This design comes from an exercise in tuning for small area, a short achievable clock period and few clock cycles on the open sky130 flow, not from production work.
RTL that was checked went through simulation tests only; none was proved equivalent to the original.
No activity file was given, so power comes from the tool's default toggle rates.

// huffman
module huffman(clk, reset, sram_a, sram_d, sram_wen, sram_q, finish);
For scale: about 30 I/O pins.
clock: 7.0 ns
lec_check: 0
cap_margin: 20
core_margin: 2
core_utilization: 30
cts_buf_list: sky130_fd_sc_hd__clkbuf_4 sky130_fd_sc_hd__clkbuf_8
cts_cluster_size: 30
setup_slack_margin: 4.3
slew_margin: 20
standard.sh (not shown) runs the stock make flow with config.mk's settings and CLKGATE_MAP_FILE= SYNTH_SCRIPT=/design/flow/synth_recipe.tcl, a recipe that flattens the netlist after the stock synthesis.
==> flow/flow/run.sh <==
#!/bin/bash
# Own layout flow: the standard synthesis, then the combinational logic
# re-mapped by ABC with its default (area-recovering) script, keeping every
# register instance of the standard synthesis as it is; then the standard
# layout from floorplan to finish on the re-mapped netlist, with every input
# and output port buffered by a plain buffer (sky130_fd_sc_hd__buf_2) rather
# than the delay cell buffer_ports picks by default.
set -euo pipefail
W=$(pwd)
YOSYS=${FLOW_HOME}/../tools/install/yosys/bin/yosys
R=$W/orfs/results/${FLOW_PLATFORM}/huffman/base

bash standard.sh synth > $W/flow_synth.log 2>&1
cp $R/1_2_yosys.v $W/std_synth.v
cd $W
$YOSYS -s $W/flow/remap.ys > $W/flow_remap.log 2>&1
python3 $W/flow/fixports.py $W/remapped0.v $W/remapped.v > $W/flow_fixports.log 2>&1
cp $W/remapped.v $R/1_2_yosys.v
rm -f $R/1_synth.odb
BUFFER_PORTS_ARGS='-buffer_cell sky130_fd_sc_hd__buf_2' bash standard.sh finish > $W/flow_finish.log 2>&1
Other scripts of this flow, unchanged in this note and not shown: flow/flow/fixports.py, flow/flow/remap.ys
Then changed:
--- a/flow/flow/run.sh
+++ b/flow/flow/run.sh
@@ -5,3 +5 @@
-# layout from floorplan to finish on the re-mapped netlist, with every input
-# and output port buffered by a plain buffer (sky130_fd_sc_hd__buf_2) rather
-# than the delay cell buffer_ports picks by default.
+# layout from floorplan to finish on the re-mapped netlist.
@@ -20 +18 @@
-BUFFER_PORTS_ARGS='-buffer_cell sky130_fd_sc_hd__buf_2' bash standard.sh finish > $W/flow_finish.log 2>&1
+bash standard.sh finish > $W/flow_finish.log 2>&1
SETUP_SLACK_MARGIN = 4.0   (was 4.3)
=> Routed wire length drops by 0.53%. Total power climbs by 0.90%. Final cell count drops by 0.91%.
Function was not checked in any run of this note: the RTL went through the layout flow alone.

========
## old
huffman, a different RTL version from the one above (not shown whole).
For scale: ~1400 cells after synthesis, roughly 140 flip-flops, roughly 11000 sq um of cells after synthesis.
clock: 7.0 ns
lec_check: 0
cap_margin: 20
core_margin: 2
core_utilization: 30
slew_margin: 20
run.sh (not shown) runs the stock make flow with config.mk's settings and CLKGATE_MAP_FILE= SYNTH_SCRIPT=/design/flow/synth_recipe.tcl, a recipe that flattens the netlist after the stock synthesis.
Stock flow here: none of the scripts above is used.
Testbench counts of old, summed over its fixed seeds: cycles 8,192.
#### Input delta (new over old)
Settings: SETUP_SLACK_MARGIN: unset -> 4.0; ABC_CLOCK_PERIOD_IN_PS: unset -> 3000.
## What came out
- Comparing global-route usage for old and new, the bigger number came from new.
- Worst setup path startpoint = rk[1][1]: new; worst setup path startpoint = rk[4][0]: old
- Measured against old, the cell area of new comes out at 1.12 times the reference value.
- Compared with old, new instantiates a larger number of standard cells.
- Cmp old and new / power density over the cells / lower: new

========
huffman, a different RTL version from the one above (not shown whole).
Size in the first run: about 970 cells after synthesis, about 30 I/O pins, ~7700 sq um of cells after synthesis.
export LEC_CHECK = 0
export CAP_MARGIN = 20
export CORE_MARGIN = 2
export CORE_UTILIZATION = 40
export CTS_BUF_LIST = sky130_fd_sc_hd__clkbuf_4 sky130_fd_sc_hd__clkbuf_8
export CTS_CLUSTER_SIZE = 30
export SETUP_SLACK_MARGIN = 4.2
export SLEW_MARGIN = 20
create_clock -name core_clock -period 7.0 [get_ports {clk}]
standard.sh (not shown) runs the stock make flow with config.mk's settings and CLKGATE_MAP_FILE= SYNTH_SCRIPT=/design/flow/synth_recipe.tcl, a recipe that flattens the netlist after the stock synthesis.
==> flow/flow/run.sh <==
#!/bin/bash
# Own layout flow: the standard synthesis, then the combinational logic
# re-mapped by ABC with its default (area-recovering) script, keeping every
# register instance of the standard synthesis as it is; then the standard
# layout from floorplan to finish on the re-mapped netlist, with every input
# and output port buffered by a plain buffer (sky130_fd_sc_hd__buf_2) rather
# than the delay cell buffer_ports picks by default.
set -euo pipefail
W=$(pwd)
YOSYS=${FLOW_HOME}/../tools/install/yosys/bin/yosys
R=$W/orfs/results/${FLOW_PLATFORM}/huffman/base

bash standard.sh synth > $W/flow_synth.log 2>&1
cp $R/1_2_yosys.v $W/std_synth.v
cd $W
$YOSYS -s $W/flow/remap.ys > $W/flow_remap.log 2>&1
python3 $W/flow/fixports.py $W/remapped0.v $W/remapped.v > $W/flow_fixports.log 2>&1
cp $W/remapped.v $R/1_2_yosys.v
rm -f $R/1_synth.odb
BUFFER_PORTS_ARGS='-buffer_cell sky130_fd_sc_hd__buf_2' bash standard.sh finish > $W/flow_finish.log 2>&1
Other scripts of this flow, unchanged in this note and not shown: flow/flow/fixports.py, flow/flow/remap.ys
Testbench counts at the start, summed over its fixed seeds: cycles 8,192.
Edit:
Settings changed: CORE_UTILIZATION 40 to 30, SETUP_SLACK_MARGIN 4.2 to 4.3.
=>
- cell area came out higher by 3.9%
- hold slack is about the same
- setup slack gains 110 ps
- die area came out higher by 32%
- sequential cell count does not change
- wire length came out higher by 5.1%
- count of clock-buffer cells in the layout came out higher by 1
- non-clock buffer count came out higher by 19
- utilization came out lower by 11 points
- global-route usage came out lower by 5.7 points
- sequential power is about the same

========
Another version of the RTL of huffman (not shown whole).
Size in the first run: roughly 1100 cells after synthesis, roughly 120 flip-flops, ~30 I/O pins.
make LEC_CHECK=0 CAP_MARGIN=20 CORE_MARGIN=2 CORE_UTILIZATION=30 SETUP_SLACK_MARGIN=4.5 SLEW_MARGIN=20 finish   # period 7.0 ns
run.sh (not shown) runs the stock make flow with config.mk's settings and CLKGATE_MAP_FILE= SYNTH_SCRIPT=/design/flow/synth_recipe.tcl, a recipe that flattens the netlist after the stock synthesis.
Stock flow here: none of the scripts above is used.
Testbench counts at the start, summed over its fixed seeds: cycles 8,192.
Next try:
Settings changed: SETUP_SLACK_MARGIN 4.5 to default.
Critical path depth does not change.
Worst setup slack got worse by 0.82 ns.
Power went down by 16%.
Hold slack is about the same.
Non-clock buffer count went down by 163.
Die area does not change.
Wire length fell by about 14%.

========
huffman, a different RTL version from the one above (not shown whole).
Size: roughly 1000 cells after synthesis, about 30 I/O pins, roughly 8000 um2 of cells after synthesis.
Settings: LEC_CHECK=0, CAP_MARGIN=20, CORE_MARGIN=2, CORE_UTILIZATION=30, CTS_BUF_LIST=sky130_fd_sc_hd__clkbuf_4 sky130_fd_sc_hd__clkbuf_8, CTS_CLUSTER_SIZE=30, SETUP_SLACK_MARGIN=4.0, SLEW_MARGIN=20; clock period 7.0 ns.
standard.sh (not shown) runs the stock make flow with config.mk's settings and CLKGATE_MAP_FILE= SYNTH_SCRIPT=/design/flow/synth_recipe.tcl, a recipe that flattens the netlist after the stock synthesis.
==> flow/flow/run.sh <==
#!/bin/bash
# Own layout flow: the standard synthesis, then the combinational logic
# re-mapped by ABC with its default (area-recovering) script, keeping every
# register instance of the standard synthesis as it is; then the standard
# layout from floorplan to finish on the re-mapped netlist.
set -euo pipefail
W=$(pwd)
YOSYS=${FLOW_HOME}/../tools/install/yosys/bin/yosys
R=$W/orfs/results/${FLOW_PLATFORM}/huffman/base

bash standard.sh synth > $W/flow_synth.log 2>&1
cp $R/1_2_yosys.v $W/std_synth.v
cd $W
$YOSYS -s $W/flow/remap.ys > $W/flow_remap.log 2>&1
python3 $W/flow/fixports.py $W/remapped0.v $W/remapped.v > $W/flow_fixports.log 2>&1
cp $W/remapped.v $R/1_2_yosys.v
rm -f $R/1_synth.odb
bash standard.sh finish > $W/flow_finish.log 2>&1
Other scripts of this flow, unchanged in this note and not shown: flow/flow/fixports.py, flow/flow/remap.ys
Rerun with:
- CTS_BUF_LIST: sky130_fd_sc_hd__clkbuf_4 sky130_fd_sc_hd__clkbuf_8 -> default
- CTS_CLUSTER_SIZE: 30 -> default
What happened: The new run passed the timing, DRC and antenna checks. Cell count stays the same. Power grows by about 12%. Combinational power grows by about 2%. Cell area is higher by 2.3%. Worst hold slack hardly moves. Sequential power hardly moves. Clock power rises by 33%. Via count is about the same. Worst setup slack is about the same.
No functional check of the RTL was part of any run of this note.

========
== juniper ==
huffman, a different RTL version from the one above (not shown whole).
For scale: about 1200 cells after synthesis, roughly 30 I/O pins, ~7800 um2 of cells after synthesis.
Design huffman, start of the top module:
module huffman(clk, reset, sram_a, sram_d, sram_wen, sram_q, finish);
input            clk;
input            reset;
output     [9:0] sram_a;
output     [7:0] sram_d;
output reg       sram_wen;
input      [7:0] sram_q;
output reg       finish;
reg [7:0] a;           
reg [6:0] X;           
reg       rd, lf, wr;  
reg       s1, s2, sf;  
reg [2:0] k;           
reg       hm;          
reg [6:0] cnt [0:5];
reg [4:0] R   [0:5];
reg [5:0] Q   [0:5];
assign sram_a = {2'b00, a};
assign sram_d = {1'b0, X};
integer s, j;
function lt7(input [6:0] x, input [6:0] y);
    reg [6:0] l, g;
    reg l10, g10, l32, g32, l54, g54, l30, g30, l64, g64;
    begin
        l = ~x & y;
        g = x & ~y;
        l10 = l[1] | (~g[1] & l[0]);  g10 = g[1] | (~l[1] & g[0]);
        l32 = l[3] | (~g[3] & l[2]);  g32 = g[3] | (~l[3] & g[2]);
        l54 = l[5] | (~g[5] & l[4]);  g54 = g[5] | (~l[5] & g[4]);
        l30 = l32 | (~g32 & l10);     g30 = g32 | (~l32 & g10);
        l64 = l[6] | (~g[6] & l54);   g64 = g[6] | (~l[6] & g54);
        lt7 = l64 | (~g64 & l30);
    end
endfunction
function [6:0] inc7(input [6:0] x, input e);
    integer i;
    reg p;
    begin
        p = 1'b1;
        for (i = 0; i < 7; i = i + 1) begin
            inc7[i] = x[i] ^ (e & p);
            p = p & x[i];
        end
    end
endfunction
reg [6:0] n_cnt [0:5];
reg [5:0] lt, in, nw;
reg [4:0] T;
reg [6:0] selA, selB, selL;
reg [5:0] selQ, W;
reg [4:0] Mo, Ho;
reg [6:0] nX;
always @(*) begin
    for (s = 0; s < 6; s = s + 1) begin
        n_cnt[s] = inc7(cnt[s], rd && a != 8'd0 && sram_q[2:0] == s + 1);
        lt[s] = lt7(cnt[s], X);
        in[s] = (rd || lf) ? s < k : !R[s][3];
        nw[s] = (rd || lf) ? s == k : R[s][3];
    end
    for (j = 0; j < 5; j = j + 1) begin
        T[j] = 1'b0;
        for (s = 0; s < 6; s = s + 1)
            if (in[s] && lt[s] && (j == 0 || R[s][j - 1])) T[j] = 1'b1;
    end
    selA = 7'd0; selB = 7'd0; selL = 7'd0; selQ = 6'd0;
    for (s = 0; s < 6; s = s + 1) begin
        if (!R[s][0]) selB = selB | cnt[s];
        if (R[s][0] && !R[s][1]) selA = selA | cnt[s];
        if (k == (s + 5) % 6) selL = selL | cnt[s];
        if (k == s) selQ = selQ | Q[s];
    end
    W = sf ? {Q[0][4:0], !R[0][0]} : selQ;
    for (j = 0; j < 5; j = j + 1) begin
        Mo[j] = |(W >> (j + 1));
  ...
Settings: LEC_CHECK=0, CAP_MARGIN=20, CORE_MARGIN=2, CORE_UTILIZATION=30, CTS_BUF_LIST=sky130_fd_sc_hd__clkbuf_4 sky130_fd_sc_hd__clkbuf_8, CTS_CLUSTER_SIZE=30, SETUP_SLACK_MARGIN=4.0, SLEW_MARGIN=20; clock period 7.0 ns.
==> flow/flow/run.sh <==
#!/bin/bash
# Own layout flow: the standard synthesis, then the combinational logic
# re-mapped by ABC with its default (area-recovering) script, keeping every
# register instance of the standard synthesis as it is; then the standard
# layout from floorplan to finish on the re-mapped netlist, with every input
# and output port buffered by a plain buffer (sky130_fd_sc_hd__buf_2) rather
# than the delay cell buffer_ports picks by default.
set -euo pipefail
W=$(pwd)
YOSYS=${FLOW_HOME}/../tools/install/yosys/bin/yosys
R=$W/orfs/results/${FLOW_PLATFORM}/huffman/base

bash standard.sh synth > $W/flow_synth.log 2>&1
cp $R/1_2_yosys.v $W/std_synth.v
cd $W
$YOSYS -s $W/flow/remap.ys > $W/flow_remap.log 2>&1
python3 $W/flow/fixports.py $W/remapped0.v $W/remapped.v > $W/flow_fixports.log 2>&1
cp $W/remapped.v $R/1_2_yosys.v
rm -f $R/1_synth.odb
BUFFER_PORTS_ARGS='-buffer_cell sky130_fd_sc_hd__buf_2' bash standard.sh finish > $W/flow_finish.log 2>&1
Other scripts of this flow, unchanged in this note and not shown: flow/flow/fixports.py, flow/flow/remap.ys
Testbench counts of juniper, summed over its fixed seeds: cycles 8,192.
[inputs] fjord vs juniper
- CORE_UTILIZATION changed from 30 to 50
==> results.txt <==
- juniper → fjord: sequential share of layout area has increased, last weighted congestion value of the routability-driven placer has decreased, wire length the detailed router placed on met1 -about 7%.
- Against juniper, fjord comes in 30 ps higher on worst setup slack.
- When fjord is measured against juniper, its number of gates resized after cts turns out 1 higher.
- Remaining routing DRC violations: fjord vs juniper identical
- Fmax: fjord above juniper
- Going from juniper to fjord, highest ir drop seen on vdd increased 47%, post-layout instance area decreased 130 um2.

========
## the reference run
huffman with an RTL version that a note above also has.
Size in the first run: about 30 I/O pins, about 8700 um2 of cells after synthesis.
Settings: LEC_CHECK=0, CAP_MARGIN=20, CORE_MARGIN=2, CORE_UTILIZATION=30, SETUP_SLACK_MARGIN=4.0, SLEW_MARGIN=20; clock period 7.0 ns.
==> flow/flow/run.sh <==
#!/bin/bash
# Own layout flow: the standard synthesis, then the combinational logic
# re-mapped by ABC with its default (area-recovering) script, keeping every
# register instance of the standard synthesis as it is; then the standard
# layout from floorplan to finish on the re-mapped netlist.
set -euo pipefail
W=$(pwd)
YOSYS=${FLOW_HOME}/../tools/install/yosys/bin/yosys
R=$W/orfs/results/${FLOW_PLATFORM}/huffman/base

bash standard.sh synth > $W/flow_synth.log 2>&1
cp $R/1_2_yosys.v $W/std_synth.v
cd $W
$YOSYS -s $W/flow/remap.ys > $W/flow_remap.log 2>&1
cp $W/remapped.v $R/1_2_yosys.v
rm -f $R/1_synth.odb
bash standard.sh finish > $W/flow_finish.log 2>&1
==> flow/flow/remap.ys <==
read_liberty -ignore_miss_func /OpenROAD-flow-scripts/flow/platforms/sky130hd/lib/sky130_fd_sc_hd__tt_025C_1v80.lib
read_verilog std_synth.v
hierarchy -top huffman
setattr -mod -set keep_hierarchy 1 sky130_fd_sc_hd__df* sky130_fd_sc_hd__edf* sky130_fd_sc_hd__conb_1
flatten
opt_clean
abc -liberty /OpenROAD-flow-scripts/flow/platforms/sky130hd/lib/sky130_fd_sc_hd__tt_025C_1v80.lib -dont_use *lpflow* -dont_use *probe* -script +strash;dch,-f;map,-a;buffer,-c;upsize,-c;dnsize,-c
opt_clean -purge
setundef -zero
hilomap -singleton -hicell sky130_fd_sc_hd__conb_1 HI -locell sky130_fd_sc_hd__conb_1 LO
splitnets
insbuf -buf sky130_fd_sc_hd__buf_4 A X
opt_clean -purge
select huffman
stat -liberty /OpenROAD-flow-scripts/flow/platforms/sky130hd/lib/sky130_fd_sc_hd__tt_025C_1v80.lib
write_verilog -noattr -selected remapped.v
The reference run ran to completion and came out clean on the timing, DRC and antenna checks.
diff inputs: the reference run => the trial run
--- a/flow/flow/remap.ys
+++ b/flow/flow/remap.ys
@@ -6,3 +6,3 @@
 opt_clean
-abc -liberty /OpenROAD-flow-scripts/flow/platforms/sky130hd/lib/sky130_fd_sc_hd__tt_025C_1v80.lib -dont_use *lpflow* -dont_use *probe* -script +strash;dch,-f;map,-a;buffer,-c;upsize,-c;dnsize,-c
+abc -liberty /OpenROAD-flow-scripts/flow/platforms/sky130hd/lib/sky130_fd_sc_hd__tt_025C_1v80.lib -dont_use *lpflow* -dont_use *probe*
 opt_clean -purge
Every run (the reference run and the trial run) finished clean. For the reference run, the first element of the critical path was X[4], unlike the trial run, where it was ph[1]. The reference run reports its worst setup path endpoint as R[5][3] while the trial run reports cnt[5][4]. The trial run against the reference run: worst supply voltage drop on vdd decreased by about 1.5% relative to the old numbers; worst hold slack after final layout increased by 0.0091 ns relative to the old numbers; die area decreased by about 6.5% relative to the old numbers. From the reference run to the trial run the numbers moved as follows: synthesized cell count fell 191, fraction of power consumed by combinational cells fell 11 points, maximum frequency from static timing analysis fell 2.4 MHz. Measured against each other, the reference run and the trial run differ in global-route usage over all layers, the lower figure coming from the trial run. The trial run vs the reference run: largest stage delay on the critical path up.
No functional check of the RTL was part of any run of this note.

## what the ideal ports hide
In the flow no input, the clock included, has a driving cell. The finished layouts below were timed again as built, in two steps.
Step 1 (the two cells are an assumption about what drives the block):
set clk [get_ports {clk}]
set_driving_cell -lib_cell sky130_fd_sc_hd__clkbuf_16 $clk
set_driving_cell -lib_cell sky130_fd_sc_hd__buf_2 [delete_from_list [all_inputs] $clk]
Step 2, shift: input delay + t, output delay - t, t = (earliest + latest rising clock arrival at the registers) / 2. This alone moves slack from input paths to output paths.
Three values: no drivers, after step 1, after step 2; two values: the first two.
run | t (ns) | setup slack, ns | worst setup path after step 2
the first run of note 1 | 0.514 | 3.949 / 3.949 / 3.916 | input to register
the second run of note 1 | 0.515 | 3.948 / 3.948 / 3.561 | input to register
old | 0.484 | 3.176 / 3.176 / 2.920 | input to register
new | 0.479 | 3.884 / 3.884 / 3.594 | input to register
the first run of note 3 | 0.514 | 4.231 / 4.238 / 3.731 | input to register
the second run of note 3 | 0.500 | 4.337 / 4.337 / 3.854 | input to register
the first run of note 4 | 0.481 | 3.825 / 3.825 / 3.825 | register to register
the second run of note 4 | 0.482 | 3.010 / 3.010 / 3.010 | register to register
the first run of note 5 | 0.502 | 4.011 / 3.972 / 3.622 | input to register
the second run of note 5 | 0.480 | 4.010 / 3.962 / 3.611 | input to register
juniper | 0.519 | 4.052 / 4.052 / 3.708 | input to register
fjord | 0.494 | 4.082 / 4.082 / 3.739 | input to register
the reference run | 0.491 | 4.041 / 4.027 / 3.668 | input to register
the trial run | 0.473 | 4.020 / 4.018 / 3.718 | input to register
After both steps setup and hold are still met in every run listed. For the first run of note 3, which loses most, drivers alone change the setup slack by +0.007 ns; drivers and shift together by -0.500 ns.
